What follows belongs to an exercise in optimizing a design on an open flow for small area and a short achievable clock period; a production flow would make more cautious choices.
Where RTL was checked, it was by simulation tests only, not by an equivalence proof against the original.
For runs 2 to 5, only the layout was checked, not whether the RTL still works.
Power is estimated from default activity; no workload was simulated.

==> flow/design.v <==
module alu( clk, rst, operand_a, operand_b, opcode, result);
    parameter DATA_WIDTH = 8;
    input clk, rst;
    input[DATA_WIDTH-1:0]operand_a,operand_b;
    input [3:0] opcode;
    output reg[DATA_WIDTH-1:0] result;
  always@(posedge clk)
    begin
     if (rst)
        result <= {DATA_WIDTH{1'b0}};
     else
     case(opcode)
        4'b0000:  
           result <= operand_a + operand_b ; 
        4'b0001:  
           result <= operand_a - operand_b;
        default: result <= {DATA_WIDTH{1'b0}}; 
     endcase
    end
endmodule
`timescale 1ns / 1ps
module reg_mem (addr, data_in, wen, clk, data_out);
    parameter DATA_WIDTH = 8;  
    parameter ADDR_BITS = 5;  
    input [ADDR_BITS-1:0] addr;
    input [DATA_WIDTH-1:0] data_in;
    input wen;
    input clk;
    output [DATA_WIDTH-1:0] data_out;
    reg [DATA_WIDTH-1:0] data_out;
    reg [DATA_WIDTH-1:0] mem_array [(2**ADDR_BITS)-1:0];
    always @(posedge clk) begin
        if (wen) begin  
            mem_array [addr] <= data_in;
            data_out <= {DATA_WIDTH{1'b0}};
        end
        else begin  
            data_out <= mem_array[addr];
        end
    end
endmodule
`timescale 1ns / 1ps
module CU (clk,rst, instr, result2, operand1, operand2, offset, opcode, sel1, sel3,w_r, regfile_a,regfile_b,regfile_c,regfile_d);
    parameter DATA_WIDTH = 8;  
    parameter ADDR_BITS = 5;  
    parameter INSTR_WIDTH =20; 
    input clk,rst;
    input [INSTR_WIDTH-1:0]instr;
    input [DATA_WIDTH-1:0] result2;
    output reg [DATA_WIDTH-1:0] operand1;
    output reg [DATA_WIDTH-1:0] operand2;
    output reg [DATA_WIDTH-1:0] offset;
    output reg [3:0] opcode;
    output reg sel1, sel3, w_r;
  output reg [DATA_WIDTH-1:0] regfile_a,regfile_b,regfile_c,regfile_d;
    reg [DATA_WIDTH-1:0] regfile[0:3];
    wire [INSTR_WIDTH-1:0]instruction = instr;
    parameter RESET = 4'b0000;
    parameter DECODE = 4'b0001;
    parameter EXECUTE = 4'b0010;
    parameter MEM_ACCESS = 4'b0100;
    parameter WRITE_BACK = 4'b1000;
    reg [3:0] state;
    always @(posedge clk) begin
        if (rst) begin  
            state <= RESET;
            regfile[0]<= 8'd0;
            regfile[1]<= 8'd1;
            regfile[2]<= 8'd2;
            regfile[3]<= 8'd3;
            operand1 <= {DATA_WIDTH{1'b0}};
            operand2 <= {DATA_WIDTH{1'b0}};
            offset <= {DATA_WIDTH{1'b0}};
            opcode <= 4'b1111;
            sel1 <= 0;
            sel3 <= 0;
            w_r <= 0;
            regfile_a <= {DATA_WIDTH{1'b0}};
            regfile_b <= {DATA_WIDTH{1'b0}};
            regfile_c <= {DATA_WIDTH{1'b0}};
            regfile_d <= {DATA_WIDTH{1'b0}};
        end else
        case (state)
            RESET : begin  
                if (instruction[19:18] == 2'b00)  begin
                    state <= RESET; 
                    end else begin
                    state <= DECODE;  
                    end
                regfile[0]<= 8'd0;
                regfile[1]<= 8'd1;
                regfile[2]<= 8'd2;
                regfile[3]<= 8'd3;
                operand1 <= {DATA_WIDTH{1'b0}};
                operand2 <= {DATA_WIDTH{1'b0}};
                offset <= {DATA_WIDTH{1'b0}};
                opcode <= 4'b1111;
                sel1 <= 0;
                sel3 <= 0;
                w_r <= 0;
            end
            DECODE : begin  
                state <= EXECUTE;  
                if (instruction[19:18] == 2'b1) begin  
                    operand1 <= regfile[instruction[15:14]];  
                    operand2 <= regfile[instruction[13:12]];  
                    offset <= instruction[11:4];
                    opcode <= instruction[3:0];
                   	sel1 <= 1;
                    sel3 <= 0;
                    w_r <= 0;
                end else if (instruction[19:18] == 2'b10) begin  
                    operand1 <= regfile[instruction[15:14]];  
                    operand2 <= regfile[instruction[17:16]];  
                    offset <= instruction[11:4];
                    opcode <= instruction[3:0];
                    sel1 <= 0;  
                    sel3 <= 1;  
                    w_r <= 0;
                end else if (instruction[19:18] == 2'b11) begin  
                  	operand2 <= regfile[instruction[15:14]];  
                    operand1 <= regfile[instruction[17:16]];  
                    offset <= instruction[11:4];
                    opcode <= instruction[3:0];
                    sel1 <= 0;  
                    sel3 <= 1;  
                    w_r <= 1;
                end
            end
            EXECUTE: begin  
                state <= MEM_ACCESS;  
                if (instruction[19:18] == 2'b01) begin  
                    state <= WRITE_BACK;
                    operand1 <= regfile[instruction[15:14]];  
                    operand2 <= regfile[instruction[13:12]];  
                    offset <= instruction[11:4];
                    opcode <= instruction[3:0];
                    sel1 <= 1;
                    sel3 <= 0;
                    w_r <= 0;
                end else if (instruction[19:18] == 2'b10) begin  
                    operand1 <= regfile[instruction[15:14]];  
                    operand2 <= regfile[instruction[17:16]];  
                    offset <= instruction[11:4];
                    opcode <= instruction[3:0];
                    sel1 <= 0;  
                    sel3 <= 1;  
                    w_r <= 0;
                end else if (instruction[19:18] == 2'b11) begin  
                  	operand2 <= regfile[instruction[15:14]];  
                    operand1 <= regfile[instruction[17:16]];  
                    offset <= instruction[11:4];
                    opcode <= instruction[3:0];
                    sel1 <= 0;  
                    sel3 <= 1;  
                    w_r <= 1;
                end   
                 regfile_a <= regfile[0];
                  regfile_b <= regfile[1];
                  regfile_c <= regfile[2];
                  regfile_d <= regfile[3];
            end
            MEM_ACCESS: begin  
                state <= WRITE_BACK;  
                if (instruction[19:18] == 2'b10) begin  
                    operand1 <= regfile[instruction[15:14]];  
                    operand2 <= regfile[instruction[17:16]];  
                    offset <= instruction[11:4];
                    opcode <= instruction[3:0];
                    sel1 <= 0;  
                    sel3 <= 1;  
                    w_r <= 0;
                end else if (instruction[19:18] == 2'b11) begin  
                    state <= DECODE;
                  	operand2 <= regfile[instruction[15:14]];  
                    operand1 <= regfile[instruction[17:16]];  
                    offset <= instruction[11:4];
                    opcode <= instruction[3:0];
                    sel1 <= 0;  
                    sel3 <= 1;  
                    w_r <= 1;
                end
            end
            WRITE_BACK: begin  
                state <= DECODE;  
                if (instruction[19:18] == 2'b01) begin  
                    regfile[instruction[17:16]] <= result2;  
                    operand1 <= regfile[instruction[15:14]];  
                    operand2 <= regfile[instruction[13:12]];  
                    offset <= instruction[11:4];
                    opcode <= instruction[3:0];
                    sel1 <= 1;
                    sel3 <= 0;
                    w_r <= 0;
                end else if (instruction[19:18] == 2'b11) begin  
                  operand2 <= regfile[instruction[15:14]];  
                    operand1 <= regfile[instruction[17:16]];  
                    offset <= instruction[11:4];
                    opcode <= instruction[3:0];
                    sel1 <= 0;  
                    sel3 <= 1;  
                    w_r <= 1; 
                end else if (instruction[19:18] == 2'b10) begin  
                  regfile[instruction[17:16]] <= result2;  
                    operand1 <= regfile[instruction[15:14]];  
                    operand2 <= regfile[instruction[17:16]];  
                    offset <= instruction[11:4];
                    opcode <= instruction[3:0];
                    sel1 <= 0;  
                    sel3 <= 1;  
                    w_r <= 0;
                end
            end
            default:  
            state <= RESET;  
        endcase
    end
endmodule
`timescale 1ns / 1ps
module simple_cpu( clk, rst, instruction, regfile_a,regfile_b,regfile_c,regfile_d);
    parameter DATA_WIDTH = 8;  
    parameter ADDR_BITS = 5;  
    parameter INSTR_WIDTH =20;  
    input [INSTR_WIDTH-1:0] instruction;
    input clk, rst;
    wire [ADDR_BITS-1:0] addr_i;
    wire [DATA_WIDTH-1:0] data_in_i, data_out_i, result2_i ;
    wire wen_i; 
    wire [DATA_WIDTH-1:0]operand_a_i, operand_b_i, result1_i;
    wire [3:0]opcode_i;
    wire [DATA_WIDTH-1:0]offset_i;
    wire sel1_i, sel3_i;
    wire [DATA_WIDTH-1:0] operand_1_i, operand_2_i;
    output [DATA_WIDTH-1:0] regfile_a,regfile_b,regfile_c,regfile_d;
    alu #(DATA_WIDTH) alu1 (clk, rst, operand_a_i, operand_b_i, opcode_i, result1_i);
    reg_mem  #(DATA_WIDTH,ADDR_BITS) data_memory(result1_i[ADDR_BITS-1:0], data_in_i, wen_i, clk, data_out_i);
    CU  #(DATA_WIDTH,ADDR_BITS, INSTR_WIDTH) CU1(clk, rst, instruction, result2_i,
        operand_1_i, operand_2_i, offset_i, opcode_i, sel1_i, sel3_i, wen_i, regfile_a,regfile_b,regfile_c,regfile_d);
    assign operand_a_i = operand_1_i;
    assign operand_b_i = (sel3_i == 0) ? operand_2_i : offset_i;
    assign data_in_i = operand_2_i;
    assign result2_i = (sel1_i == 0) ? data_out_i : result1_i;  
endmodule
==> flow/run.sh <==
#!/bin/bash
# synth_recipe.tcl (not shown) runs the flow's synth.tcl, then flattens the netlist and writes it again
# the make line also repeats each setting of config.mk as NAME=value (left out here)
make -C /OpenROAD-flow-scripts/flow DESIGN_CONFIG=/design/flow/config.mk WORK_HOME=/design/flow/orfs CLKGATE_MAP_FILE= SYNTH_SCRIPT=/design/flow/synth_recipe.tcl finish
==> flow/config.mk <==
export PLATFORM = sky130hd
export DESIGN_NAME = simple_cpu
export DESIGN_NICKNAME = simple_cpu
export VERILOG_FILES = /design/flow/design.v
export SDC_FILE = /design/flow/constraint.sdc
export NUM_CORES = 4
export LEC_CHECK = 0
export CAP_MARGIN = 20
export CORE_MARGIN = 2
export CORE_UTILIZATION = 40
export SLEW_MARGIN = 20
==> flow/constraint.sdc <==
create_clock -name core_clock -period 4.0 [get_ports {clk}]
set_input_delay 0.8000 -clock core_clock [delete_from_list [all_inputs] [get_ports {clk}]]
set_output_delay 0.8000 -clock core_clock [all_outputs]
set_load 0.01 [all_outputs]
==> results of run 1 <==
flip-flops by register name, indices dropped and copies added, names as in the netlist, 4 cells and up:
| register | cells |
|---|---|
| alu1.result | 8 |
| CU1.operand2 | 8 |
| CU1.operand1 | 8 |
| CU1.opcode | 4 |
| CU1.regfile | 32 |
| regfile_b | 8 |
| regfile_d | 8 |
| CU1.offset | 8 |
| CU1.state | 4 |
| data_memory.data_out | 8 |
| regfile_a | 8 |
| CU1.regfile_c | 7 |
| data_memory.mem_array | 256 |
tightest hold or removal path, stage by stage (launching register included):
cell	delay [ps]
dfxtp_1	310
nand2_1	50
a21oi_1	50
cell families (layout without fill, tap and decap cells):
family                   count (synthesis)  in the layout  share of synthesized area [%]
AND/OR/NAND/NOR                        283            283                           8.08
multiplexers                           136            136                           14.2
AO/OA/AOI/OAI                          220            220                           9.39
buffers and inverters                   86            182                           2.17
XOR/XNOR                                13             13                          0.709
flip-flops                             371            371                           64.2
adder cells (fa/ha/maj)                 15             15                           1.22
layer usage:
metal / vias up / wire length [um] / global-route usage [%]
met5: - / 0 / 0
met3: 68 / 1890 / 2.47
met4: 0 / 1060 / 6.00
li1: 4538 / - / -
met1: 4971 / 16800 / 25.2
met2: 303 / 19400 / 31.9
through the flow:
stage / worst slack (ps) / cells / power [uW] / instance area [sq um]
final: 905 / 1745 / 8380 / 18500
after global routing: 716 / 1745 / 8650 / 18500
after CTS: 921 / 1745 / 8450 / 18500
after detailed placement: 565 / 1672 / 4900 / 17300
after global placement: 691 / 1672 / 4890 / 17300
after floorplan: 1020 / 1124 / 4700 / 16100
cell type report:
type	count	area, sq um	share of cell area [%]
Sequential cell	371	10300	55.6
Timing Repair Buffer	96	848	4.57
Multi-Input combinational cell	667	5420	29.2
Inverter	13	48.8	0.263
Tap cell	525	657	3.54
Clock inverter	28	239	1.29
Clock buffer	45	1020	5.50
power groups by stage:
stage               combinational (uW)  clock [uW]  sequential, uW
finish                             562        3560            4260
global route                       612        3770            4270
floorplan                          383           0            4320
global placement                   552           0            4340
CTS                                558        3630            4260
detailed placement                 556           0            4340
worst paths after layout:
kind / start / endpoint / slack, ps / cells past startpoint
worst max-delay path: CU1.sel3$_SDFFE_PP0P_ / alu1.result[6]$_SDFF_PP0_ / 910 / 10
worst min register to register: regfile_b[7]$_SDFFE_PP0N_ / regfile_b[7]$_SDFFE_PP0N_ / 450 / 2
worst max register to register: CU1.sel3$_SDFFE_PP0P_ / alu1.result[6]$_SDFF_PP0_ / 910 / 10
worst min-delay path: regfile_b[7]$_SDFFE_PP0N_ / regfile_b[7]$_SDFFE_PP0N_ / 450 / 2
synth_stat cells (12+ instances only):
| library cell | n |
|---|---|
| ha_1 | 14 |
| nor3_1 | 15 |
| mux4_2 | 72 |
| dfxtp_1 | 83 |
| clkbuf_1 | 46 |
| nand2_1 | 116 |
| mux2_2 | 17 |
| a32oi_1 | 15 |
| nor2_1 | 89 |
| a211o_1 | 12 |
| edfxtp_1 | 288 |
| inv_1 | 12 |
| o22ai_1 | 26 |
| buf_2 | 17 |
| a22oi_1 | 17 |
| a31oi_1 | 16 |
| a21oi_1 | 53 |
| o21ai_0 | 15 |
| mux2i_1 | 47 |
placed cells by master (no fill, tap or decap), types with 13 or more instances in the layout:
cell type and n:
clkdlybuf4s50_1 52, mux2i_1 47, ha_1 14, mux4_2 72, a21oi_1 53, clkbuf_16 40
nor2_1 89, nand2_1 116, o22ai_1 26, a31oi_1 16, a32oi_1 15, mux2_2 17
a22oi_1 17, buf_4 43, edfxtp_1 288, dfxtp_1 81, nor3_1 14, clkinv_1 13
o21ai_0 15
==> results.tsv, run 1 <==
metric	value	unit
antenna_found_initial	1	
die_area	0.0418	sq mm
endpoint_kind	register	
io_pins	54	
ctsHoldBuffers	0	
netlist_area	0.0161	sq mm
power_frac_comb	6.7	%
tightest_slew	1040	ps
die_h	204	um
synth.largest_area_cell	edfxtp_1	
grt_pass1_wl	59400	um
period_minus_slack	3090	ps
h-tree-depth	2	
root_buffer	clkbuf_16	
num_vias	9880	
num_antenna_cells	0	
viasPerCell	5.66	
num_rows	73	
seqPwrFrac	50.8	%
cts_buffers	40	
clock_skew	16.7	ps
synth_edf_count	288	
wl_per_cell	22.4	um
grt_max_degree	57	
p_leak	0.00568	uW
maxCapViolations	0	
slowest_delay	740	ps
setup_viol	0	
synth_seq_cells	371	
port_buffers	53	
final-max-slew-violation-count	0	
whs	451	ps
syn_nets	1161	
start_util	40.5	%
cts_resized	0	
core	0.0396	sq mm
arrival	3560	ps
first_iter_violations	906	
ys.flop_type	edfxtp_1	
clock.fmax	323	MHz
yosysSeqAreaShare	64.2	%
critPathBufInv	0	
pwr-share-clk	42.5	%
sw_frac_of_total	22.9	%
syn-instance-count	1124	
worstPathRequired	4460	ps
fin_tns_setup	0	ps
cts_setup_buffers	0	
crit_chain	mux2i_1 -> ha_1 -> nor2_1 -> xor2_1 -> ha_1 -> a21o_1 -> a21o_1 -> a21oi_1 -> or4b_2 -> nand3_1	
synth_warnings	3	
power.internal	6460	uW
timing.final.hold_violations	0	
status	complete, no violations	
ir_drop	0.369	mV
synth_area_per_cell	14.3	sq um
dp_hpwl	26100	um
crit_family	simple AND/OR/NAND/NOR gates	
gr-total-overflow	0	
yosys-top-cells-area	edfxtp_1 (54%), dfxtp_1 (10%), mux4_2 (10%)	
area_growth	15.5	%
crit_type	reg2reg	
min_path_type	reg2reg	
drc	0	
drt_first_pass_iters	5	
cp_slowest_cell	dfxtp_1	
num-fill-cells	3509	
grt_pass1_vias	9760	
ant_nets	0	
net-switching-power	1920	uW
cts_sinks	371	
period_share	77.4	%
cp-start-kind	register	
gp_congestion	0.872	
layout-drive-gt1-share	16.6	%
p_per_area	452	mW/mm^2
rsz0062_at_grt	false	
relSlewSlack	30.7	%
final_util	46.8	%
async_flop_share	0	%
synth_cell_type_count	64	
synth_top_area_share	53.9	%
gr-usage-all-layers	18.8	%
cts_tree	built	
clockBufferDepth	3	
die_w	204	um
cp_max_fo	17	
fin_nets	1226	
clock_latency	550	ps
routed_wl	39100	um
clk_pin_slew	60	ps
==> run 2: changes to the inputs <==
==> flow/design.v (replaced) <==
module alu (clk, rst, operand_a, operand_b, en, sub, result);
    input clk, rst;
    input [7:0] operand_a, operand_b;
    input en, sub;
    output reg [7:0] result;
    wire [7:0] sum = operand_a + (operand_b ^ {8{sub}}) + {7'd0, sub};
    always @(posedge clk)
        result <= (en & ~rst) ? sum : 8'd0;
endmodule
module reg_mem (addr, data_in, wen, clk, data_out);
    input [4:0] addr;
    input [7:0] data_in;
    input wen;
    input clk;
    output reg [7:0] data_out;
    reg [7:0] mem_array [0:31];
    always @(posedge clk) begin
        if (wen)
            mem_array[addr] <= data_in;
        data_out <= wen ? 8'd0 : mem_array[addr];
    end
endmodule
module CU (clk, rst, instr, result, data_out, operand1, operand_b, store_data,
           alu_en, alu_sub, w_r, regfile_a, regfile_b, regfile_c, regfile_d);
    input clk, rst;
    input [19:0] instr;
    input [7:0] result, data_out;
    output reg [7:0] operand1, operand_b, store_data;
    output reg alu_en, alu_sub, w_r;
    output reg [7:0] regfile_a, regfile_b, regfile_c, regfile_d;
    localparam RESET = 3'd0, DECODE = 3'd1, EXECUTE = 3'd2, MEM_ACCESS = 3'd3, WRITE_BACK = 3'd4;
    reg [2:0] state;
    reg sel1;
    reg [7:0] regfile [0:3];
    wire [1:0] t = instr[19:18];
    wire is_std = (t == 2'b01);
    wire is_store = (t == 2'b11);
    wire in_reset = (state == RESET);
    wire load = (t != 2'b00) & ~in_reset & ~((state == MEM_ACCESS) & is_std);
    wire [1:0] idx1 = is_store ? instr[17:16] : instr[15:14];
    wire [7:0] result2 = sel1 ? result : data_out;
    wire wb = (state == WRITE_BACK) & (t[1] ^ t[0]);
    always @(posedge clk) begin
        if (load) begin
            operand1 <= regfile[idx1];
            operand_b <= is_std ? regfile[instr[13:12]] : instr[11:4];
            store_data <= regfile[instr[15:14]];
            alu_sub <= instr[0];
        end
        if (rst | in_reset) begin
            alu_en <= 1'b0;
            sel1 <= 1'b0;
            w_r <= 1'b0;
        end else if (load) begin
            alu_en <= (instr[3:1] == 3'b000);
            sel1 <= is_std;
            w_r <= is_store;
        end
        if (rst | in_reset) begin
            regfile[0] <= 8'd0;
            regfile[1] <= 8'd1;
            regfile[2] <= 8'd2;
            regfile[3] <= 8'd3;
        end else if (wb)
            regfile[instr[17:16]] <= result2;
        if (rst) begin
            regfile_a <= 8'd0;
            regfile_b <= 8'd0;
            regfile_c <= 8'd0;
            regfile_d <= 8'd0;
        end else if (state == EXECUTE) begin
            regfile_a <= regfile[0];
            regfile_b <= regfile[1];
            regfile_c <= regfile[2];
            regfile_d <= regfile[3];
        end
        if (rst)
            state <= RESET;
        else case (state)
            RESET:      state <= (t == 2'b00) ? RESET : DECODE;
            DECODE:     state <= EXECUTE;
            EXECUTE:    state <= is_std ? WRITE_BACK : MEM_ACCESS;
            MEM_ACCESS: state <= is_store ? DECODE : WRITE_BACK;
            WRITE_BACK: state <= DECODE;
            default:    state <= RESET;
        endcase
    end
endmodule
`timescale 1ns / 1ps
module simple_cpu (clk, rst, instruction, regfile_a, regfile_b, regfile_c, regfile_d);
    input clk, rst;
    input [19:0] instruction;
    output [7:0] regfile_a, regfile_b, regfile_c, regfile_d;
    wire [7:0] operand1, operand_b, store_data, result, data_out;
    wire alu_en, alu_sub, w_r;
    alu alu1 (clk, rst, operand1, operand_b, alu_en, alu_sub, result);
    reg_mem data_memory (result[4:0], store_data, w_r, clk, data_out);
    CU CU1 (clk, rst, instruction, result, data_out, operand1, operand_b, store_data,
            alu_en, alu_sub, w_r, regfile_a, regfile_b, regfile_c, regfile_d);
endmodule
==> run 2 against run 1 <==
Synthesized cell count is 13% lower; clock power hardly changed; count of clock-buffer cells in the layout is 2 higher; cell area is 7.1% lower; clock skew is 7.4 ps higher; largest power group unchanged; sequential share of layout area is 5.2 points higher; die area is 6.7% lower; routed wire length is 5.9% lower; utilization is 0.19 points higher; largest cell class unchanged; critical endpoint is now data_memory.data_out[3]$_SDFF_PP0_; still clean.
==> results.tsv, run 2 <==
metric	value	unit	change
timing.final.hold_violations	0		unchanged
fin_tns_setup	0	ps	unchanged
crit_type	reg2reg		
num_rows	70		-4.1%
final_util	47.0	%	+0.19 points
top_regs	data_memory.mem_array: 256 flops, CU1.regfile: 32 flops		
ys.flop_type	edfxtp_1		
sw_frac_of_total	22.2	%	-0.74 points
gr-usage-all-layers	19.1	%	+0.24 points
cts_sinks	367		-1.1%
critical_path.startpoint	alu1.result[3]$_SDFF_PN0_		
synth_cell_type_count	50		-22%
regMostFlops	data_memory.mem_array		
hold_start	regfile_c[2]$_SDFFE_PP0N_		
arrival	3290	ps	-270 ps
antenna_found_initial	0		-1
area_growth	15.3	%	
power.internal	6730	uW	+4.1%
worstPathRequired	4400	ps	-60 ps
cts_setup_buffers	0		unchanged
status	complete, no violations		
async_flop_share	0	%	unchanged
placed_area	0.0160	sq mm	-7.6%
synth_top_area_share	62.9	%	+9.0 points
drt_first_pass_iters	5		unchanged
num-fill-cells	3128		-11%
port_buffers	53		unchanged
ctsHoldBuffers	0		unchanged
die_area	0.0389	sq mm	-6.7%
clock.fmax	347	MHz	+7.2%
tightest_slew	1050	ps	+12.6 ps
start_util	40.7	%	+0.24 points
num_antenna_cells	0		unchanged
final_common_cell	edfxtp_1		
net-switching-power	1920	uW	-0.26%
worstReg2RegStart	alu1.result[3]$_SDFF_PN0_		
final_cell_area	0.0172	sq mm	-7.1%
root_buffer	clkbuf_16		
grt_pass1_vias	8378		-14%
core	0.0367	sq mm	-7.4%
clockBufferDepth	3		unchanged
dp_hpwl	24200	um	-7.0%
cp_max_fo	25		+8
synth_edf_count	313		+8.7%
pwr-share-clk	41.3	%	-1.2 points
final-max-slew-violation-count	0		unchanged
relSlewSlack	29.8	%	-0.94 points
routed_wl	36800	um	-5.9%
fin_nets	1062		-13%
period_share	72.1	%	-5.2 points
p_leak	0.00533	uW	-6.1%
ir_drop	0.351	mV	-4.9%
syn-instance-count	977		-13%
endpoint_kind	register		
power_frac_comb	7.0	%	+0.3 points
p_per_area	501	mW/mm^2	+11%
clock_latency	530	ps	-20 ps
setup_viol	0		unchanged
die_h	197	um	-3.4%
first_iter_violations	883		-2.5%
gr-total-overflow	0		unchanged
synth.most_common_cell	edfxtp_1		
min_path_type	reg2reg		
grt_pass1_wl	54900	um	-7.6%
maxCapViolations	0		unchanged
cts_resized	0		unchanged
cts_buffers	37		-7.5%
synth_area_per_cell	15.3	sq um	+7.1%
gp_congestion	0.854		-2.0%
netlist_top_cells_count	edfxtp_1 (313), mux2i_1 (143), nand2_1 (77), nor2_1 (67), o22ai_1 (65)		
clk_pin_slew	60	ps	about the same
synth.largest_area_cell	edfxtp_1		
synth_warnings	3		unchanged
cp-start-kind	register		
grt_max_degree	70		+23%
wl_per_cell	24.1	um	+7.5%
syn_nets	1009		-13%
period_minus_slack	2890	ps	-209 ps
h-tree-depth	2		unchanged
yosys-top-cells-area	edfxtp_1 (63%), mux2i_1 (9.6%), dfxtp_1 (7.2%)		
clock_skew	24.1	ps	+7.38 ps
num_vias	8614		-13%
yosysSeqAreaShare	70.1	%	+5.9 points
io_pins	54		unchanged
layout-drive-gt1-share	11.0	%	-5.5 points
seqPwrFrac	51.6	%	+0.8 points
die_w	197	um	-3.4%
ant_nets	0		unchanged
cts_tree	built		
rsz0062_at_grt	false		
netlist_area	0.0150	sq mm	-6.9%
final_cell_mix	edfxtp_1 (313), mux2i_1 (143), nand2_1 (77), nor2_1 (66), o22ai_1 (65)		
synth_seq_cells	367		-1.1%
viasPerCell	5.64		-0.37%
largest_reg_flops	256		unchanged
drc	0		unchanged
## run 2: changes by cell type in the layout (fill, tap and decap cells not counted), moves of 23 or more
cell	before	now
nand2_1	116	77
buf_4	43	15
mux4_2	72	21
o22ai_1	26	65
mux2i_1	47	143
dfxtp_1	81	53
nor2_1	89	66
edfxtp_1	288	313
## run 2: routing by layer
| metal | part of all wire (%) | track usage, % |
|---|---|---|
| met5 | 0 | 0 |
| met4 | 2.1 | 5.15 |
| met1 | 44 | 27.0 |
| met2 | 47 | 30.3 |
| met3 | 7.2 | 3.69 |
## run 2: kinds of logic after synthesis
kind of cell             after synthesis  share of synthesized area, %
AO/OA/AOI/OAI                        122                          4.84
XOR/XNOR                              11                         0.644
adder cells (fa/ha/maj)               10                         0.887
buffers and inverters                 66                          2.10
flip-flops                           367                          70.1
multiplexers                         176                          14.0
AND/OR/NAND/NOR                      225                          7.49
## run 2: final cells by class
type | count | area, sq um | share of cell area, %
Timing Repair Buffer | 73 | 719 | 4.17
Clock inverter | 21 | 272 | 1.58
Tap cell | 468 | 586 | 3.40
Inverter | 7 | 26.3 | 0.152
Clock buffer | 47 | 983 | 5.71
Sequential cell | 367 | 10500 | 60.8
Multi-Input combinational cell | 544 | 4170 | 24.2
## run 2: critical path, cell delays in order, from the launching register on
cell and delay (ps):
dfxtp_1 970, nand4bb_1 650, o22ai_1 670, nor4_1 170
a21oi_1 300
## run 2: power groups by stage
stage / clock network (uW) / logic, uW / registers (uW)
after floorplan: 0 / 347 / 4520
after global placement: 0 / 557 / 4570
after detailed placement: 0 / 594 / 4560
after CTS: 3620 / 597 / 4480
after global routing: 3770 / 661 / 4470
final: 3570 / 607 / 4460
## run 2: per-stage QoR
| step | hold slack (ps) | std cells | total power [uW] | worst slack (ps) |
|---|---|---|---|---|
| 2_1_floorplan | 481 | 977 | 4860 | 1040 |
| 3_3_place_gp | 444 | 1455 | 5130 | 882 |
| 3_5_place_dp | 446 | 1458 | 5150 | 834 |
| 4_1_cts | 454 | 1526 | 8690 | 1190 |
| 5_1_grt | 470 | 1527 | 8900 | 1040 |
| 6_report | 454 | 1527 | 8640 | 1110 |
## run 2: worst paths after layout
path                                             end  slack, ps  depth (start not counted)
setup / recovery  data_memory.data_out[3]$_SDFF_PP0_       1110                          4
setup reg to reg  data_memory.data_out[3]$_SDFF_PP0_       1110                          4
hold reg to reg            regfile_c[2]$_SDFFE_PP0N_        450                          2
hold / removal             regfile_c[2]$_SDFFE_PP0N_        450                          2
==> run 3: changes to the inputs <==
--- a/flow/config.mk
+++ b/flow/config.mk
@@ -6,6 +6,8 @@
 export NUM_CORES = 4
 export LEC_CHECK = 0
+export ABC_CLOCK_PERIOD_IN_PS = 1800
 export CAP_MARGIN = 20
 export CORE_MARGIN = 2
-export CORE_UTILIZATION = 40
+export CORE_UTILIZATION = 70
+export SETUP_SLACK_MARGIN = 2.2
 export SLEW_MARGIN = 20
==> run 3 against run 2 <==
Clock skew is 3.6 ps lower; maximum frequency is 35% higher; hold slack better by 7.0 ps; utilization is 45 points higher; clock power is 3% lower; area after synthesis stayed put; cell area is 13% higher.
==> results.tsv, run 3 <==
metric	value	unit	change
gr-usage-all-layers	37.7	%	+19 points
crit_path_end	alu1.result[4]$_SDFF_PN0_		
netlist_top_cells_count	edfxtp_1 (313), mux2i_1 (143), nand2_1 (77), nor2_1 (67), o22ai_1 (65)		
rsz0062_at_grt	true		
critical_path.startpoint	CU1.alu_sub$_DFFE_PP_		
min_path_cells	2		unchanged
synth_edf_count	313		unchanged
io_pins	54		unchanged
crit_type	reg2reg		
yosys-top-cells-area	edfxtp_1 (63%), mux2i_1 (9.6%), dfxtp_1 (7.2%)		
r2r_cells	7		+3
largest_reg_flops	256		unchanged
dp_hpwl	23600	um	-2.5%
status	complete, no violations		
crit_chain	buf_6 -> xor2_4 -> fa_2 -> a21o_1 -> a21oi_2 -> xnor2_1 -> nor2_1		
num_vias	10700		+25%
fin_nets	1155		+8.8%
async_flop_share	0	%	unchanged
final-max-slew-violation-count	0		unchanged
grt_pass1_vias	9708		+16%
cts_tree	built		
wl_per_cell	36.0	um	+49%
min_path_type	reg2reg		
cts_sinks	367		unchanged
setup_viol	0		unchanged
power.total	8910	uW	+3.1%
worstReg2RegStart	CU1.alu_sub$_DFFE_PP_		
h-tree-depth	2		unchanged
antenna_found_initial	1		+1
num_antenna_cells	0		unchanged
syn-instance-count	977		unchanged
clock.fmax	467	MHz	+35%
ir_drop	0.358	mV	+1.8%
regMostFlops	data_memory.mem_array		
cp-start-kind	register		
cp_slowest_cell	edfxtp_1		
period_minus_slack	2140	ps	-743 ps
grt_pass1_wl	60700	um	+11%
whs	461	ps	+6.95 ps
timing.final.hold_violations	0		unchanged
relSlewSlack	56.2	%	+26 points
area_growth	30.0	%	
clk_pin_slew	70	ps	about the same
final_cell_count_no_fill	1426		-6.6%
top_regs	data_memory.mem_array: 256 flops, CU1.regfile: 32 flops		
routed_wl	51300	um	+39%
gr-total-overflow	0		unchanged
tightest_slew	638	ps	-414 ps
synth.largest_area_cell	edfxtp_1		
netlist_area	0.0150	sq mm	unchanged
worstPathRequired	4400	ps	about the same
period_share	53.6	%	-19 points
die_w	150	um	-24%
synth_area_per_cell	15.3	sq um	unchanged
drc	0		unchanged
ys.flop_type	edfxtp_1		
num_rows	53		-24%
clock_skew	20.5	ps	-3.59 ps
synth_warnings	3		unchanged
start_util	71.1	%	+30 points
final_cell_mix	edfxtp_1 (313), mux2i_1 (110), nand2_1 (73), buf_4 (64), clkbuf_16 (41)		
reg2reg_slack	1860	ps	+740 ps
synth_cell_type_count	50		unchanged
fin_tns_setup	0	ps	unchanged
clockBufferDepth	3		unchanged
grt_max_degree	34		-51%
maxCapViolations	0		unchanged
synth.most_common_cell	edfxtp_1		
p_leak	0.00623	uW	+17%
clock_latency	530	ps	about the same
p_per_area	459	mW/mm^2	-8.5%
first_iter_violations	2056		+130%
fin_ws	1860	ps	+743 ps
place_ws	793	ps	-41.3 ps
cts_buffers	36		-2.7%
cp_max_fo	5		-80%
worst_r2r_endpoint	alu1.result[4]$_SDFF_PN0_		
ant_nets	0		unchanged
viasPerCell	7.53		+34%
final_common_cell	edfxtp_1		
root_buffer	clkbuf_16		
syn_nets	1009		unchanged
synth_top_area_share	62.9	%	unchanged
synth_seq_cells	367		unchanged
gp_congestion	0.971		+14%
slowest_delay	450	ps	-520 ps
core	0.0210	sq mm	-43%
port_buffers	53		unchanged
drt_first_pass_iters	6		+1
arrival	2540	ps	-750 ps
yosysSeqAreaShare	70.1	%	unchanged
layout-drive-gt1-share	38.3	%	+27 points
dp.cells	1257		-14%
endpoint_kind	register		
die_area	0.0225	sq mm	-42%
ctsHoldBuffers	0		unchanged
die_h	150	um	-24%
-- run 3: changes by cell type in the layout (fill, tap and decap cells not counted), sizes merged --
cell           before  now
clkinv             12   13
or3                 2    3
bufbuf              0    1
clkbuf             47   56
inv                10    7
clkdlybuf4s50      53   12
buf                20  143
clkinvlp            0    1
bufinv              6    3
nor2b               4    5
clkdlybuf4s15       0    2
-- run 3: cells by family (layout without fill, tap and decap cells) --
family	after synthesis	in the layout	share of synthesized area (%)
AOI/OAI and AO/OA	122	122	4.84
xor gates and xnor gates	11	11	0.644
adders and majority gates	10	10	0.887
buffers and inverters	66	238	2.10
DFF	367	367	70.1
muxes	176	176	14.0
and+or+nand+nor	225	227	7.49
-- run 3: power by group --
| group | total (uW) | internal, uW | switching (uW) |
|---|---|---|---|
| clock network | 3470 | 1960 | 1500 |
| logic | 935 | 390 | 545 |
| registers | 4510 | 4340 | 174 |
| total | 8910 | 6690 | 2220 |
-- run 3: through the flow --
step | instance area (sq um) | util [%]
2_1_floorplan | 15400 | -
3_3_place_gp | 16000 | 76.0
3_5_place_dp | 16000 | 76.0
4_1_cts | 18100 | 86.2
5_1_grt | 19400 | 92.4
6_report | 19400 | 92.4
-- run 3: area by class of cell --
cell class	count	area (sq um)
repair buffers	165	1830
flip-flops and latches	367	10500
clock inverters	17	166
well taps	275	344
fillers	596	1590
inverters	7	46.3
clock buffers	49	1000
multi-input cells	546	5520
-- run 3: routing by layer --
metal	up-vias	part of all wire [%]	GRT usage [%]
met5	-	0.11	0
met4	2	6.8	14.0
met3	297	15	11.1
met2	1155	45	57.5
met1	5207	32	52.5
li1	4082	-	-
-- run 3: repair_timing --
item | 4_1_cts | 5_1_grt
resized for setup | 252 | 157
gates cloned | 4 | 4
setup endpoints to repair | 454 | 304
setup buffers | 55 | 32
pin swaps | 26 | 44
-- run 3: worst min-delay path by stage --
stage                                        from                            end  slack [ps]
finish                  regfile_b[4]$_SDFFE_PP0N_      regfile_b[4]$_SDFFE_PP0N_         460
global route            regfile_d[2]$_SDFFE_PP0N_      regfile_d[2]$_SDFFE_PP0N_         470
CTS                     regfile_d[0]$_SDFFE_PP0N_      regfile_d[0]$_SDFFE_PP0N_         450
detailed placement      regfile_d[0]$_SDFFE_PP0N_      regfile_d[0]$_SDFFE_PP0N_         450
global placement        regfile_d[5]$_SDFFE_PP0N_      regfile_d[5]$_SDFFE_PP0N_         450
floorplan           CU1.regfile_d[7]$_SDFFE_PP0N_  CU1.regfile_d[7]$_SDFFE_PP0N_         480
-- run 3: critical path, delay by kind of cell (launching register included) --
family | cells | cell delay (ps)
buf+inv | 1 | 180
fa+ha+maj | 1 | 410
flops | 1 | 450
compound gates | 2 | 440
simple gates | 1 | 90
xor+xnor | 2 | 430
==> run 4: changes to the inputs <==
--- a/flow/design.v
+++ b/flow/design.v
@@ -14,10 +14,20 @@
     input clk;
     output reg [7:0] data_out;
-    reg [7:0] mem_array [0:31];
-    always @(posedge clk) begin
-        if (wen)
-            mem_array[addr] <= data_in;
-        data_out <= wen ? 8'd0 : mem_array[addr];
-    end
+    reg [255:0] mem_bits;
+    wire [31:0] hit;
+    wire [7:0] rd [0:32];
+    assign rd[0] = 8'd0;
+    genvar k;
+    generate
+        for (k = 0; k < 32; k = k + 1) begin : word
+            assign hit[k] = (addr == k);
+            always @(posedge clk)
+                if (wen & hit[k])
+                    mem_bits[8*k +: 8] <= data_in;
+            assign rd[k+1] = rd[k] | ({8{hit[k] & ~wen}} & mem_bits[8*k +: 8]);
+        end
+    endgenerate
+    always @(posedge clk)
+        data_out <= rd[32];
 endmodule
 module CU (clk, rst, instr, result, data_out, operand1, operand_b, store_data,
--- a/flow/config.mk
+++ b/flow/config.mk
@@ -6,8 +6,8 @@
 export NUM_CORES = 4
 export LEC_CHECK = 0
-export ABC_CLOCK_PERIOD_IN_PS = 1800
 export CAP_MARGIN = 20
 export CORE_MARGIN = 2
 export CORE_UTILIZATION = 70
-export SETUP_SLACK_MARGIN = 2.2
+export CTS_BUF_LIST = sky130_fd_sc_hd__clkbuf_8
+export CTS_CLUSTER_SIZE = 30
 export SLEW_MARGIN = 20
==> run 4 against run 3 <==
Area after synthesis shrank 3.3%; sequential power is essentially flat; die area shrank 3.2%; non-clock buffer count shrank 100; still clean; clock power shrank 17%; largest power group unchanged.
==> results.tsv, run 4 <==
metric	value	unit	change
p_per_area	489	mW/mm^2	+6.7%
clock_skew	40.1	ps	+19.6 ps
drt_first_pass_iters	5		-1
reg2reg_slack	1100	ps	-760 ps
grt_max_degree	42		+24%
relSlewSlack	18.6	%	-38 points
yosys-top-cells-area	edfxtp_1 (65%), dfxtp_1 (7.5%), a22oi_1 (6.3%)		
sw_frac_of_total	23.8	%	-1.1 points
cts_sinks	367		unchanged
top_regs	data_memory.mem_bits: 256 flops, CU1.regfile: 32 flops		
largest_reg_flops	256		unchanged
p_leak	0.00542	uW	-13%
layout-drive-gt1-share	12.3	%	-26 points
grt_pass1_wl	59500	um	-2.0%
wl_per_cell	31.1	um	-13%
cp_slowest_cell	and2_0		
regMostFlops	data_memory.mem_bits		
slowest_delay	780	ps	+330 ps
synthAdderAreaFrac	0.917	%	+0.030 points
async_flop_share	0	%	unchanged
gp_congestion	1.01		+4.3%
timing.final.hold_violations	0		unchanged
synth.largest_area_cell	edfxtp_1		
cts_resized	0		-100%
period_minus_slack	2900	ps	+761 ps
period_share	72.6	%	+19 points
synth_edf_count	313		unchanged
ys.flop_type	edfxtp_1		
ant_nets	0		unchanged
drc	0		unchanged
cp-start-kind	register		
clock.fmax	344	MHz	-26%
routed_wl	41500	um	-19%
cts_buffers	54		+50%
power.internal	6080	uW	-9.1%
fin_tns_setup	0	ps	unchanged
seqPwrFrac	56.5	%	+5.9 points
r2r_cells	5		-2
core	0.0202	sq mm	-3.7%
h-tree-depth	2		unchanged
num_rows	52		-1.9%
syn-instance-count	963		-1.4%
synth_top_family_by_area	simple AND/OR/NAND/NOR gates		
crit_chain	nor4b_1 -> and2_0 -> a22oi_1 -> nand4_1 -> or4_1		
muxShareOfSynthArea	5.43	%	-8.5 points
seqCellArea	0.0105	sq mm	-0.47%
critPathBufInv	0		-1
cts_tree	built		
clock_latency	610	ps	+80 ps
place_ws	619	ps	-173 ps
num_vias	9583		-11%
cp_num_cells	5		-2
die_h	148	um	-1.6%
gr-usage-all-layers	38.5	%	+0.85 points
worstPathRequired	4520	ps	+120 ps
fin_ws	1100	ps	-761 ps
synth_seq_cells	367		unchanged
grt_pass1_vias	9219		-5.0%
pwr-share-clk	36.3	%	-2.6 points
synth.most_common_cell	edfxtp_1		
port_buffers	53		unchanged
min_path_cells	2		unchanged
endpoint_kind	register		
synth-xor-area-share	0.666	%	+0.022 points
root_buffer	clkbuf_8		
cp_max_fo	16		+11
final-max-slew-violation-count	0		unchanged
fin_nets	1053		-8.8%
netlist_area	0.0145	sq mm	-3.3%
first_iter_violations	1676		-18%
die_w	148	um	-1.6%
num_antenna_cells	0		unchanged
dp_hpwl	27200	um	+15%
syn_nets	995		-1.4%
power_frac_comb	7.3	%	-3.2 points
synth_warnings	3		unchanged
synth-simple-area-share	9.92	%	+2.4 points
die_area	0.0218	sq mm	-3.2%
netlist_top_cells_count	edfxtp_1 (313), a22oi_1 (122), nand2_1 (76), nor2_1 (73), dfxtp_1 (54)		
gr-total-overflow	0		unchanged
cts_setup_buffers	0		-100%
synth_top_area_share	65.0	%	+2.1 points
multiInputGateArea	0.00374	sq mm	-32%
yosysSeqAreaShare	72.5	%	+2.4 points
clk_pin_slew	60	ps	about the same
io_pins	54		unchanged
synth_cell_type_count	52		+4.0%
antenna_found_initial	0		-1
ctsHoldBuffers	0		unchanged
crit_type	reg2reg		
net-switching-power	1900	uW	-14%
status	complete, no violations		
tightest_slew	1220	ps	+578 ps
setup_viol	0		unchanged
area_growth	12.8	%	
crit_family	simple AND/OR/NAND/NOR gates		
clockBufferDepth	3		unchanged
num-fill-cells	1080		+81%
synth-compound-area-share	8.68	%	+3.8 points
final_common_cell	edfxtp_1		
viasPerCell	7.19		-4.6%
rsz0062_at_grt	false		
min_path_type	reg2reg		
start_util	71.5	%	+0.36 points
arrival	3430	ps	+890 ps
maxCapViolations	0		unchanged
final_cell_mix	edfxtp_1 (313), a22oi_1 (122), nand2_1 (76), nor2_1 (65), clkbuf_8 (56)		
synth_area_per_cell	15.0	sq um	-1.9%
ir_drop	0.472	mV	+32%
run 4: changes by cell type after synthesis, sizes merged, moves of 7 or more:
cell,previous run,this run
a21oi,43,36
a22oi,0,122
and2,1,26
and3,0,19
buf,35,9
clkbuf,24,54
mux2i,144,14
nand3b,8,0
nand4,1,30
nor4,16,2
o22ai,65,0
or4,1,8
run 4: metrics by stage:
stage          hold WS [ps]  instance area (sq um)  util (%)  std cells  total power, uW
6_report                456                  16300      80.6       1333             7980
4_1_cts                 454                  16200      79.8       1326             7910
2_1_floorplan           481                  14500         -        963             4840
3_3_place_gp            443                  15100      74.7       1227             5080
3_5_place_dp            446                  15100      74.7       1228             5110
5_1_grt                 484                  16300      80.6       1333             8170
run 4: final cells by class:
type | count | share of cell area, %
Multi-Input combinational cell | 528 | 22.9
Tap cell | 270 | 2.07
Clock inverter | 42 | 1.57
Clock buffer | 56 | 4.72
Inverter | 5 | 0.115
Sequential cell | 367 | 64.2
Timing Repair Buffer | 65 | 4.38
run 4: worst paths after layout:
kind	startpoint	end
max reg2reg	alu1.result[2]$_SDFF_PN0_	data_memory.data_out[4]$_DFF_P_
min reg2reg	regfile_d[1]$_SDFFE_PP0N_	regfile_d[1]$_SDFFE_PP0N_
max	alu1.result[2]$_SDFF_PN0_	data_memory.data_out[4]$_DFF_P_
min	regfile_d[1]$_SDFFE_PP0N_	regfile_d[1]$_SDFFE_PP0N_
run 4: kinds of logic after synthesis:
| kind of cell | count (synthesis) |
|---|---|
| DFF | 367 |
| and+or+nand+nor | 284 |
| AOI/OAI and AO/OA | 176 |
| buffers and inverters | 68 |
| muxes | 47 |
| xor gates and xnor gates | 11 |
| adders and majority gates | 10 |
run 4: power by group through the flow:
stage	sequential (uW)	combinational, uW	clock, uW
after floorplan	4520	323	0
after global placement	4630	449	0
after detailed placement	4640	463	0
after CTS	4560	467	2880
after global routing	4520	611	3040
final	4510	579	2890
run 4: per-layer routing:
metal / track usage [%] / vias to the layer above / wire, um / share of wire [%]
met1: 56.5 / 4604 / 14900 / 36
met3: 14.4 / 149 / 6870 / 17
met5: 0 / - / 0 / 0
li1: - / 3867 / - / -
met2: 54.2 / 963 / 18100 / 44
met4: 13.8 / 0 / 1580 / 3.8
run 4: worst min-delay path, delay by kind of cell, from the launching register on:
kind	cells	cell delay [ps]
flip-flops	1	310
AO/OA/AOI/OAI	1	50
AND/OR/NAND/NOR	1	50
==> run 5: changes to the inputs <==
--- a/flow/config.mk
+++ b/flow/config.mk
@@ -9,5 +9,4 @@
 export CORE_MARGIN = 2
 export CORE_UTILIZATION = 70
-export CTS_BUF_LIST = sky130_fd_sc_hd__clkbuf_8
-export CTS_CLUSTER_SIZE = 30
+export SETUP_SLACK_MARGIN = 2.1
 export SLEW_MARGIN = 20
==> run 5 against run 4 <==
Still clean; utilization increased by 11 points; clock power increased by 16%; hold slack improved by 4.8 ps; sequential power about the same; area after synthesis unchanged; combinational power increased by 46%; routed wire length increased by 32%; count of clock-buffer cells in the layout decreased by 11; die area unchanged; final cell count increased by 4.9%.
==> results.tsv, run 5 <==
metric	value	unit	change
crit_chain	buf_12 -> and4b_4 -> and2_4 -> buf_12 -> buf_4 -> a22oi_2 -> nand4_1 -> or4_1		
regMostFlops	data_memory.mem_bits		
clock_skew	30.4	ps	-9.72 ps
grt_pass1_vias	9756		+5.8%
final-max-slew-violation-count	0		unchanged
cp_slowest_cell	or4_1		
netlist_area	0.0145	sq mm	unchanged
synth.largest_area_cell	edfxtp_1		
io_pins	54		unchanged
synth_seq_cells	367		unchanged
final_common_cell	edfxtp_1		
cp-start-kind	register		
status	complete, no violations		
die_area	0.0218	sq mm	unchanged
synth.most_common_cell	edfxtp_1		
place_ws	645	ps	+25.3 ps
final_cell_mix	edfxtp_1 (313), nand2_1 (71), a22oi_1 (63), buf_4 (60), a22oi_2 (59)		
clock_latency	550	ps	-60 ps
cts_sinks	367		unchanged
drc	0		unchanged
gp_congestion	1.02		+0.61%
dp_hpwl	26800	um	-1.7%
p_per_area	469	mW/mm^2	-4.1%
largest_reg_flops	256		unchanged
die_h	148	um	unchanged
clock.fmax	419	MHz	+22%
routed_wl	54800	um	+32%
netlist_top_cells_count	edfxtp_1 (313), a22oi_1 (122), nand2_1 (76), nor2_1 (73), dfxtp_1 (54)		
maxCapViolations	0		unchanged
synth_top_area_share	65.0	%	unchanged
die_w	148	um	unchanged
timing.final.hold_violations	0		unchanged
syn-instance-count	963		unchanged
period_share	59.7	%	-13 points
grt_max_degree	42		unchanged
layout-drive-gt1-share	38.5	%	+26 points
num_rows	52		unchanged
clockBufferDepth	3		unchanged
yosys-top-cells-area	edfxtp_1 (65%), dfxtp_1 (7.5%), a22oi_1 (6.3%)		
relSlewSlack	17.8	%	-0.83 points
arrival	2760	ps	-670 ps
ir_drop	0.518	mV	+9.6%
synthAdderAreaFrac	0.917	%	unchanged
root_buffer	clkbuf_16		
core	0.0202	sq mm	unchanged
fin_nets	1135		+7.8%
num_vias	11300		+18%
antenna_found_initial	2		+2
synth-xor-area-share	0.666	%	unchanged
endpoint_kind	register		
rsz0062_at_grt	true		
synth_edf_count	313		unchanged
syn_nets	995		unchanged
cpMostUsedCell	buf_12		
min_path_cells	2		unchanged
cts_buffers	35		-35%
ys.flop_type	edfxtp_1		
worstPathRequired	4380	ps	-140 ps
period_minus_slack	2390	ps	-516 ps
p_leak	0.00614	uW	+13%
synth_cell_type_count	52		unchanged
muxShareOfSynthArea	5.43	%	unchanged
grt_pass1_wl	67200	um	+13%
top_regs	data_memory.mem_bits: 256 flops, CU1.regfile: 32 flops		
clk_pin_slew	70	ps	about the same
wl_per_cell	39.2	um	+26%
critPathBufInv	3		+3
port_buffers	53		unchanged
r2r_cells	8		+3
viasPerCell	8.06		+12%
synth_area_per_cell	15.0	sq um	unchanged
yosysSeqAreaShare	72.5	%	unchanged
first_iter_violations	2131		+27%
crit_type	reg2reg		
synth_warnings	3		unchanged
ctsHoldBuffers	0		unchanged
crit_family	simple AND/OR/NAND/NOR gates		
fin_tns_setup	0	ps	unchanged
async_flop_share	0	%	unchanged
setup_viol	0		unchanged
ant_nets	0		unchanged
cp_num_cells	8		+3
synth_top_family_by_area	simple AND/OR/NAND/NOR gates		
area_growth	28.5	%	
drt_first_pass_iters	12		+7
min_path_type	reg2reg		
cts_tree	built		
synth-compound-area-share	8.68	%	unchanged
cp_max_fo	7		-9
start_util	71.5	%	unchanged
h-tree-depth	2		unchanged
tightest_slew	1230	ps	+17.0 ps
slowest_delay	610	ps	-170 ps
gr-usage-all-layers	43.7	%	+5.2 points
gr-total-overflow	0		unchanged
fin_ws	1610	ps	+516 ps
synth-simple-area-share	9.92	%	unchanged
[run 5: cells by family (layout without fill, tap and decap cells)]
| family | count (synthesis) | in the layout |
|---|---|---|
| xor gates and xnor gates | 11 | 11 |
| muxes | 47 | 47 |
| DFF | 367 | 367 |
| AOI/OAI and AO/OA | 176 | 176 |
| adders and majority gates | 10 | 10 |
| and+or+nand+nor | 284 | 285 |
| other | 0 | 2 |
| buffers and inverters | 68 | 230 |
[run 5: final cells by class]
cell class                      instances  area, sq um
Tap cell                              270          338
Multi-Input combinational cell        529         4860
Inverter                                5         33.8
Antenna cell                            2         5.00
Timing Repair Buffer                  165         1750
Clock buffer                           45          955
Clock inverter                         15          128
Sequential cell                       367        10500
Fill cell                             569         1650
[run 5: final timing paths]
check	from	to	slack [ps]
min	regfile_d[0]$_SDFFE_PP0N_	regfile_d[0]$_SDFFE_PP0N_	460
max reg2reg	alu1.result[3]$_SDFF_PN0_	data_memory.data_out[5]$_DFF_P_	1610
min reg2reg	regfile_d[0]$_SDFFE_PP0N_	regfile_d[0]$_SDFFE_PP0N_	460
max	alu1.result[3]$_SDFF_PN0_	data_memory.data_out[5]$_DFF_P_	1610
[run 5: worst min-delay path, delay by kind of cell (launching register included)]
kind | cells | cell delay (ps)
flops | 1 | 310
simple gates | 1 | 50
compound gates | 1 | 50
[run 5: per-layer routing]
layer  vias to the layer above  share of wire, %  global-route usage (%)
met2                      1523                42                    63.0
li1                       4026                 -                       -
met1                      5299                30                    61.7
met4                         2               8.2                    16.0
met5                         -             0.046                       0
met3                       413                20                    17.1
[run 5: what timing repair did]
| action | 4_1_cts | 5_1_grt |
|---|---|---|
| cloned | 1 | 0 |
| hold endpoints to repair | 0 | 0 |
| gates resized for setup | 342 | 93 |
| buffers inserted | 67 | 37 |
| pin swaps | 79 | 51 |
| setup endpoints to repair | 434 | 334 |
[run 5: through the flow]
stage                     instance area, sq um  total power, uW  cells  hold WS, ps  util, %
final                                    18600             8730   1398          461     91.9
after global routing                     18600             8790   1396          477     91.8
after CTS                                17700             8340   1353          456     87.7
after detailed placement                 15200             5120   1225          450     75.2
after global placement                   15200             5080   1225          445     75.2
after floorplan                          14700             4870    963          481        -
[run 5: power by group]
group	total, uW	switching [uW]	internal, uW
sequential	4530	191	4340
clock	3350	1530	1820
combinational	846	481	364
total	8730	2200	6520

==> static timing again, ports no longer ideal <==
No port has a modelled driver above. Below, the same layouts with a new extraction and two added sets of constraints. Step 1, drivers: a clkbuf_16 drives clk and a buf_2 each remaining input, both assumed. Step 2, shift: input delay + t, output delay - t, t = (earliest + latest rising clock arrival at the registers) / 2. This alone moves slack from input paths to output paths. Three values: ideal, step 1, step 2; two values: the first two.
run	shift t [ns]	setup WS [ns]	slew at the worst register clock pin (ns)
run 1	0.597	0.905 / 0.905 / 0.523	0.06 / 0.06
run 2	0.571	1.115 / 1.115 / 0.798	0.07 / 0.07
run 3	0.574	1.858 / 1.858 / 1.570	0.07 / 0.07
run 4	0.632	1.096 / 1.096 / 0.550	0.07 / 0.07
run 5	0.578	1.612 / 1.612 / 1.336	0.09 / 0.09
After both steps every run listed still meets setup and hold. The setup slack of run 4, which loses most, moves by 0.000 ns with the drivers and by -0.546 ns with both steps.
